What follows belongs to an exercise in optimizing a design on an open flow for small area; a production flow would make more cautious choices.
Function was checked by simulation only, so behaviour that the tests miss may differ from the original.

==> run a <==
// gaincontroller
module gaincontroller (
    input clk,
    input rst,
    input [7:0] input_signal,
    output reg [7:0] output_signal,
    output vsync,
    output hsync
);
==> module gaincontroller, before the edit <==
module gaincontroller (
    input clk,
    input rst,
    input [7:0] input_signal,
    output reg [7:0] output_signal,
    output vsync,
    output hsync
);
reg [5:0] i;                      
reg [5:0] j;                      
wire [5:0] i_d;
wire [5:0] j_d;
wire [7:0] fa;
wire [7:0] fb;
wire i_end;                       
gain_iblk u_i (.rst(rst), .i5(i[5]), .i4(i[4]), .i3(i[3]), .i2(i[2]), .i1(i[1]), .i0(i[0]),
    .d5(i_d[5]), .d4(i_d[4]), .d3(i_d[3]), .d2(i_d[2]), .d1(i_d[1]), .d0(i_d[0]),
    .f7(fa[7]), .f6(fa[6]), .f5(fa[5]), .f4(fa[4]), .f3(fa[3]), .f2(fa[2]), .f1(fa[1]), .f0(fa[0]),
    .sync(vsync), .last(i_end));
gain_jblk u_j (.rst(rst), .en(i_end), .j5(j[5]), .j4(j[4]), .j3(j[3]), .j2(j[2]), .j1(j[1]), .j0(j[0]),
    .d5(j_d[5]), .d4(j_d[4]), .d3(j_d[3]), .d2(j_d[2]), .d1(j_d[1]), .d0(j_d[0]),
    .f7(fb[7]), .f6(fb[6]), .f5(fb[5]), .f4(fb[4]), .f3(fb[3]), .f2(fb[2]), .f1(fb[1]), .f0(fb[0]),
    .sync(hsync));
wire [7:0] sat;
gain_add u_add (.x(input_signal), .fa(fa), .fb(fb), .y(sat));
always @(posedge clk) begin
  i <= i_d;
  j <= j_d;
  if (rst)
    output_signal <= 8'd0;
  else
    output_signal <= sat;
end
endmodule
==> module gain_iblk, before the edit <==
module gain_iblk ( 
    rst, i5, i4, i3, i2, i1, i0,
    d5, d4, d3, d2, d1, d0, f7, f6, f5, f4, f3, f2, f1, f0, sync, last  );
  input  rst, i5, i4, i3, i2, i1, i0;
  output d5, d4, d3, d2, d1, d0, f7, f6, f5, f4, f3, f2, f1, f0, sync, last;
  wire new_n25, new_n26, new_n27, new_n28, new_n29, new_n30, new_n32,
    new_n33, new_n35, new_n36, new_n38, new_n39, new_n41, new_n42, new_n45,
    new_n46, new_n47, new_n48, new_n49, new_n50, new_n51, new_n52, new_n53,
    new_n54, new_n55, new_n56, new_n57, new_n59, new_n60, new_n61, new_n64,
    new_n65, new_n66, new_n67, new_n68, new_n69, new_n71, new_n72, new_n73,
    new_n74, new_n75, new_n76, new_n78, new_n81, new_n82;
  assign last = ~i5 & i0;
  assign new_n25 = i5 & ~i0;
  assign new_n26 = i1 & new_n25;
  assign new_n27 = i2 & new_n26;
  assign new_n28 = i3 & new_n27;
  assign new_n29 = i4 & new_n28;
  assign new_n30 = ~last & ~new_n29;
  assign d5 = rst | new_n30;
  assign new_n32 = ~i4 & ~new_n28;
  assign new_n33 = ~rst & ~new_n29;
  assign d4 = ~new_n32 & new_n33;
  assign new_n35 = ~i3 & ~new_n27;
  assign new_n36 = ~rst & ~new_n28;
  assign d3 = ~new_n35 & new_n36;
  assign new_n38 = ~i2 & ~new_n26;
  assign new_n39 = ~rst & ~new_n27;
  assign d2 = ~new_n38 & new_n39;
  assign new_n41 = ~i1 & ~new_n25;
  assign new_n42 = ~new_n26 & ~new_n41;
  assign d1 = ~rst & new_n42;
  assign d0 = rst | new_n25;
  assign new_n45 = i4 & i3;
  assign new_n46 = ~i4 & ~i3;
  assign new_n47 = ~new_n45 & ~new_n46;
  assign new_n48 = i4 & ~i2;
  assign new_n49 = ~i4 & i2;
  assign new_n50 = ~new_n48 & ~new_n49;
  assign new_n51 = ~new_n41 & new_n50;
  assign new_n52 = i3 & ~new_n51;
  assign new_n53 = i4 & ~new_n26;
  assign new_n54 = ~i2 & ~new_n53;
  assign new_n55 = ~new_n52 & new_n54;
  assign new_n56 = new_n41 & new_n48;
  assign new_n57 = ~new_n47 & ~new_n51;
  assign f6 = ~new_n56 & new_n57;
  assign new_n59 = ~i4 & i1;
  assign new_n60 = i2 & ~new_n59;
  assign new_n61 = ~f6 & new_n60;
  assign f2 = new_n55 | new_n61;
  assign f7 = ~new_n47 & f2;
  assign new_n64 = i4 & new_n42;
  assign new_n65 = i3 & ~new_n49;
  assign new_n66 = ~i3 & new_n49;
  assign new_n67 = ~new_n65 & ~new_n66;
  assign new_n68 = ~new_n51 & new_n67;
  assign new_n69 = ~new_n59 & ~new_n68;
  assign f5 = ~new_n64 & new_n69;
  assign new_n71 = i1 & new_n67;
  assign new_n72 = new_n50 & ~new_n71;
  assign new_n73 = new_n25 & ~new_n72;
  assign new_n74 = ~i1 & ~new_n67;
  assign new_n75 = ~new_n50 & new_n71;
  assign new_n76 = ~new_n74 & ~new_n75;
  assign f1 = new_n73 | ~new_n76;
  assign new_n78 = new_n25 & f1;
  assign f4 = ~new_n68 & ~new_n78;
  assign f3 = ~new_n25 & f2;
  assign new_n81 = ~i3 & ~new_n50;
  assign new_n82 = new_n76 & new_n81;
  assign f0 = ~new_n25 & ~new_n82;
  assign sync = ~i5 & ~i0;
endmodule
==> module gain_add, before the edit <==
module gain_add (
    input [7:0] x,
    input [7:0] fa,
    input [7:0] fb,
    output [7:0] y
);
wire k0 = fa[0] & fb[0];
wire k1 = (fa[1] & fb[1]) | (fa[1] & k0) | (fb[1] & k0);
wire k2 = (fa[2] & fb[2]) | (fa[2] & k1) | (fb[2] & k1);
wire [4:0] ps, pc;
assign {pc[0], ps[0]} = x[0] + fa[3] + fb[3];
assign {pc[1], ps[1]} = x[1] + fa[4] + fb[4];
assign {pc[2], ps[2]} = x[2] + fa[5] + fb[5];
assign {pc[3], ps[3]} = x[3] + fa[6] + fb[6];
assign {pc[4], ps[4]} = x[4] + fa[7] + fb[7];
wire [8:1] c;
wire [7:0] s;
assign {c[1], s[0]} = ps[0] + k2;
assign {c[2], s[1]} = ps[1] + pc[0] + c[1];
assign {c[3], s[2]} = ps[2] + pc[1] + c[2];
assign {c[4], s[3]} = ps[3] + pc[2] + c[3];
assign {c[5], s[4]} = ps[4] + pc[3] + c[4];
assign {c[6], s[5]} = x[5] + pc[4] + c[5];
assign {c[7], s[6]} = x[6] + c[6];
assign {c[8], s[7]} = x[7] + c[7];
assign y = s | {8{c[8]}};
endmodule
Settings: LEC_CHECK=0, CAP_MARGIN=20, CORE_AREA=2.3 2.72 61.64 59.84, DIE_AREA=0 0 64 62.56, SLEW_MARGIN=20; clock period 14.0 ns.
standard.sh (not shown) runs the stock make flow with config.mk's settings and CLKGATE_MAP_FILE= SYNTH_SCRIPT=/design/flow/synth_recipe.tcl, a recipe that flattens the netlist after the stock synthesis.
==> flow/flow/run.sh <==
#!/bin/bash
# Own layout flow: the standard ORFS flow with these changes:
#  - synthesis: the adder module gain_add is mapped to full/half-adder cells
#    (extract_fa on that module only, before any ABC run); the design is then
#    flattened and mapped by ABC with each script in flow/*.abc, keeping the
#    smallest result (flow/abc_best.tcl);
#  - port buffers are buf_1; CTS adds no dummy loads.
# Each tool's output goes to a log of its own in this folder (synth.log,
# finish.log) and ORFS's per-step logs under orfs/logs.
set -euo pipefail
W=$PWD
F=$W/flow

sed -e 's/synth -top \$::env(DESIGN_NAME) -run fine: /synth -top $::env(DESIGN_NAME) -noabc -run fine: /' \
    -e 's/^  extract_fa .*$/  extract_fa {*}[dont_use_extract_fa_args] gain_add/' \
    -e 's/^  dont_use_after_adder_step$/  dont_use_after_adder_step\n  setattr -mod -unset keep_hierarchy\n  setattr -unset keep_hierarchy\n  flatten\n  opt_clean -purge/' \
    -e 's/^  log_cmd abc {\*}\$abc_args$/  source $::env(MY_ABC_TCL)/' \
    "$FLOW_HOME/scripts/synth.tcl" > "$W/synth_fa.tcl"
grep -q -- '-noabc -run fine:' "$W/synth_fa.tcl"
grep -q 'extract_fa .* gain_add' "$W/synth_fa.tcl"
grep -q '^  flatten$' "$W/synth_fa.tcl"
grep -q 'MY_ABC_TCL' "$W/synth_fa.tcl"

sed -e "s#\$::env(SCRIPTS_DIR)/synth.tcl#$W/synth_fa.tcl#" "$W/synth_recipe.tcl" > "$W/synth_recipe_fa.tcl"
grep -q "synth_fa.tcl" "$W/synth_recipe_fa.tcl"
sed -e "s#SYNTH_SCRIPT=[^ ]*#SYNTH_SCRIPT=$W/synth_recipe_fa.tcl#" "$W/standard.sh" > "$W/standard_fa.sh"
grep -q "synth_recipe_fa.tcl" "$W/standard_fa.sh"

export MY_ABC_TCL=$F/abc_best.tcl
export MY_ABC_SCRIPTS="$F/s_b4.abc $F/s_e1.abc $F/s_a2.abc $F/s_f1.abc $F/s_c4.abc"
bash "$W/standard_fa.sh" SYNTH_HIERARCHICAL=1 synth > "$W/synth.log" 2>&1
bash "$W/standard_fa.sh" SYNTH_HIERARCHICAL=1 \
  "BUFFER_PORTS_ARGS=-buffer_cell sky130_fd_sc_hd__buf_1" \
  "CTS_ARGS=-sink_clustering_enable -repair_clock_nets -dont_use_dummy_load" \
  finish > "$W/finish.log" 2>&1
Other scripts of this flow, unchanged in this note and not shown: flow/flow/abc_best.tcl, flow/flow/s_a2.abc, flow/flow/s_b4.abc, flow/flow/s_c4.abc, flow/flow/s_e1.abc, flow/flow/s_f1.abc
==> run b (differences from run a) <==
--- a/flow/design.v
+++ b/flow/design.v
@@ -6,7 +6,7 @@
     output vsync,
     output hsync
 );
-reg [5:0] i;                      
+reg [5:0] i;
 reg [5:0] j;                      
 wire [5:0] i_d;
 wire [5:0] j_d;
@@ -67,17 +67,17 @@
   wire new_n25, new_n26, new_n27, new_n28, new_n29, new_n30, new_n32,
     new_n33, new_n35, new_n36, new_n38, new_n39, new_n41, new_n42, new_n45,
     new_n46, new_n47, new_n48, new_n49, new_n50, new_n51, new_n52, new_n53,
-    new_n54, new_n55, new_n56, new_n57, new_n59, new_n60, new_n61, new_n64,
-    new_n65, new_n66, new_n67, new_n68, new_n69, new_n71, new_n72, new_n73,
-    new_n74, new_n75, new_n76, new_n78, new_n81, new_n82;
-  assign last = ~i5 & i0;
-  assign new_n25 = i5 & ~i0;
+    new_n54, new_n55, new_n56, new_n57, new_n58, new_n59, new_n60, new_n61,
+    new_n62, new_n64, new_n65, new_n66, new_n67, new_n70, new_n71, new_n72,
+    new_n74, new_n77, new_n79, new_n80, new_n81;
+  assign last = i5 & ~i0;
+  assign new_n25 = ~i5 & i0;
   assign new_n26 = i1 & new_n25;
   assign new_n27 = i2 & new_n26;
   assign new_n28 = i3 & new_n27;
   assign new_n29 = i4 & new_n28;
   assign new_n30 = ~last & ~new_n29;
-  assign d5 = rst | new_n30;
+  assign d5 = ~rst & ~new_n30;
   assign new_n32 = ~i4 & ~new_n28;
   assign new_n33 = ~rst & ~new_n29;
   assign d4 = ~new_n32 & new_n33;
@@ -90,47 +90,46 @@
   assign new_n41 = ~i1 & ~new_n25;
   assign new_n42 = ~new_n26 & ~new_n41;
   assign d1 = ~rst & new_n42;
-  assign d0 = rst | new_n25;
-  assign new_n45 = i4 & i3;
-  assign new_n46 = ~i4 & ~i3;
+  assign d0 = ~rst & ~new_n25;
+  assign new_n45 = i4 & ~i3;
+  assign new_n46 = ~i4 & i3;
   assign new_n47 = ~new_n45 & ~new_n46;
-  assign new_n48 = i4 & ~i2;
-  assign new_n49 = ~i4 & i2;
-  assign new_n50 = ~new_n48 & ~new_n49;
-  assign new_n51 = ~new_n41 & new_n50;
-  assign new_n52 = i3 & ~new_n51;
-  assign new_n53 = i4 & ~new_n26;
-  assign new_n54 = ~i2 & ~new_n53;
-  assign new_n55 = ~new_n52 & new_n54;
-  assign new_n56 = new_n41 & new_n48;
-  assign new_n57 = ~new_n47 & ~new_n51;
-  assign f6 = ~new_n56 & new_n57;
-  assign new_n59 = ~i4 & i1;
-  assign new_n60 = i2 & ~new_n59;
-  assign new_n61 = ~f6 & new_n60;
-  assign f2 = new_n55 | new_n61;
-  assign f7 = ~new_n47 & f2;
-  assign new_n64 = i4 & new_n42;
-  assign new_n65 = i3 & ~new_n49;
-  assign new_n66 = ~i3 & new_n49;
-  assign new_n67 = ~new_n65 & ~new_n66;
-  assign new_n68 = ~new_n51 & new_n67;
-  assign new_n69 = ~new_n59 & ~new_n68;
-  assign f5 = ~new_n64 & new_n69;
-  assign new_n71 = i1 & new_n67;
-  assign new_n72 = new_n50 & ~new_n71;
-  assign new_n73 = new_n25 & ~new_n72;
-  assign new_n74 = ~i1 & ~new_n67;
-  assign new_n75 = ~new_n50 & new_n71;
-  assign new_n76 = ~new_n74 & ~new_n75;
-  assign f1 = new_n73 | ~new_n76;
-  assign new_n78 = new_n25 & f1;
-  assign f4 = ~new_n68 & ~new_n78;
-  assign f3 = ~new_n25 & f2;
-  assign new_n81 = ~i3 & ~new_n50;
-  assign new_n82 = new_n76 & new_n81;
-  assign f0 = ~new_n25 & ~new_n82;
-  assign sync = ~i5 & ~i0;
+  assign new_n48 = ~i4 & i2;
+  assign new_n49 = ~new_n41 & ~new_n48;
+  assign new_n50 = ~i4 & ~i1;
+  assign new_n51 = i4 & ~i2;
+  assign new_n52 = ~new_n48 & ~new_n51;
+  assign new_n53 = ~new_n47 & ~new_n52;
+  assign new_n54 = ~i3 & ~i1;
+  assign new_n55 = i3 & i1;
+  assign new_n56 = ~new_n54 & ~new_n55;
+  assign new_n57 = new_n52 & ~new_n56;
+  assign new_n58 = new_n41 & new_n57;
+  assign new_n59 = ~new_n53 & ~new_n58;
+  assign new_n60 = new_n50 & new_n59;
+  assign new_n61 = i4 & ~new_n42;
+  assign new_n62 = ~new_n35 & new_n61;
+  assign f5 = new_n60 | new_n62;
+  assign new_n64 = ~new_n49 & f5;
+  assign new_n65 = ~new_n50 & ~new_n52;
+  assign new_n66 = ~new_n64 & ~new_n65;
+  assign new_n67 = new_n26 & new_n35;
+  assign f2 = new_n66 | new_n67;
+  assign f7 = new_n47 & f2;
+  assign new_n70 = ~new_n41 & f2;
+  assign new_n71 = new_n41 & new_n51;
+  assign new_n72 = new_n47 & ~new_n71;
+  assign f6 = ~new_n70 & new_n72;
+  assign new_n74 = new_n25 & ~new_n57;
+  assign f4 = new_n59 & ~new_n74;
+  assign f3 = ~new_n25 & new_n66;
+  assign new_n77 = ~new_n41 & ~f4;
+  assign f1 = new_n64 | new_n77;
+  assign new_n79 = ~i1 & ~new_n51;
+  assign new_n80 = ~i3 & ~new_n79;
+  assign new_n81 = ~new_n49 & new_n80;
+  assign f0 = ~new_n25 & ~new_n81;
+  assign sync = i5 & i0;
 endmodule
 module gain_jblk ( 
     rst, en, j5, j4, j3, j2, j1, j0,
==> run c (differences from run a) <==
--- a/flow/design.v
+++ b/flow/design.v
@@ -47,8 +47,8 @@
 assign {pc[2], ps[2]} = x[2] + fa[5] + fb[5];
 assign {pc[3], ps[3]} = x[3] + fa[6] + fb[6];
 assign {pc[4], ps[4]} = x[4] + fa[7] + fb[7];
-wire [8:1] c;
-wire [7:0] s;
+wire [7:1] c;
+wire [6:0] s;
 assign {c[1], s[0]} = ps[0] + k2;
 assign {c[2], s[1]} = ps[1] + pc[0] + c[1];
 assign {c[3], s[2]} = ps[2] + pc[1] + c[2];
@@ -56,8 +56,8 @@
 assign {c[5], s[4]} = ps[4] + pc[3] + c[4];
 assign {c[6], s[5]} = x[5] + pc[4] + c[5];
 assign {c[7], s[6]} = x[6] + c[6];
-assign {c[8], s[7]} = x[7] + c[7];
-assign y = s | {8{c[8]}};
+wire ovf = x[7] & c[7];
+assign y = {x[7] | c[7], s | {7{ovf}}};
 endmodule
 module gain_iblk ( 
     rst, i5, i4, i3, i2, i1, i0,
==> impl_metrics.py <==
metrics = {
    "critical_path": {
        "r2r-end": "output_signal[0]",
    },
    "status": {
        "outcome": "complete, no violations",
    },
    "yosys": {
        "synthTopCellsByCount": "nor2_1, dfxtp_1, clkinv_1",
        "ys_seq_area_share_pct": 34.5,
        "synth_simple_gate_area_share_pct": 20.8,
        "synth_top_family_by_area": "adder cells",
    },
    "final_layout": {
        "fillCellCount": 364,
    },
    "sta": {
        "fin_crit_ns": 6.31,
    },
}
[end of results for run a]
==> impl_metrics.py <==
metrics = {
    "yosys": {
        "ys_seq_area_share_pct": 35.4,
        "synth_simple_gate_area_share_pct": 19.3,
    },
    "final_layout": {
        "fillCellCount": 353,
    },
    "critical_path": {
        "r2r-end": "output_signal[3]",
    },
    "sta": {
        "fin_crit_ns": 6.27,
    },
    "status": {
        "outcome": "complete, no violations",
    },
}
[end of results for run c]
==> impl_metrics.py <==
metrics = {
    "status": {
        "outcome": "complete, no violations",
    },
    "critical_path": {
        "r2r-end": "output_signal[0]",
    },
    "yosys": {
        "synth_top_family_by_area": "simple AND/OR/NAND/NOR gates",
        "synth_simple_gate_area_share_pct": 21.5,
        "synthTopCellsByCount": "nor2_1, clkinv_1, dfxtp_1",
    },
    "sta": {
        "fin_crit_ns": 6.35,
    },
    "final_layout": {
        "multi_input_area_sq_um": 699,
        "multi_input_area_share_pct": 52.7,
    },
}
[end of results for run b]

re-timing with driven ports:
In the flow no input, the clock included, has a driving cell. The finished layouts below were timed again as built, in two steps. Step 1: set_driving_cell puts a clkbuf_16 on clk and a buf_2 on each other input, an assumption about the parent block. Step 2 also shifts input and output timing later by t, the mid clock arrival at the registers, as if the neighbouring blocks saw the same clock. a / b / c = no drivers / after step 1 / after step 2; a / b = the first two.
run	shift t [ns]	slack for setup (ns)	worst setup path after step 2	latest minus earliest clock arrival (ns)	worst register clock-pin slew, ns
run a	0.316	7.688 / 7.690 / 7.374	input to register	0.003 / 0.003	0.11 / 0.11
run b	0.318	7.650 / 7.652 / 7.334	input to register	0.008 / 0.008	0.11 / 0.11
run c	0.315	7.727 / 7.728 / 7.413	input to register	0.008 / 0.008	0.11 / 0.11
After both steps every run listed still meets setup and hold. For run b, which loses most, drivers alone change the setup slack by +0.002 ns; drivers and shift together by -0.316 ns.
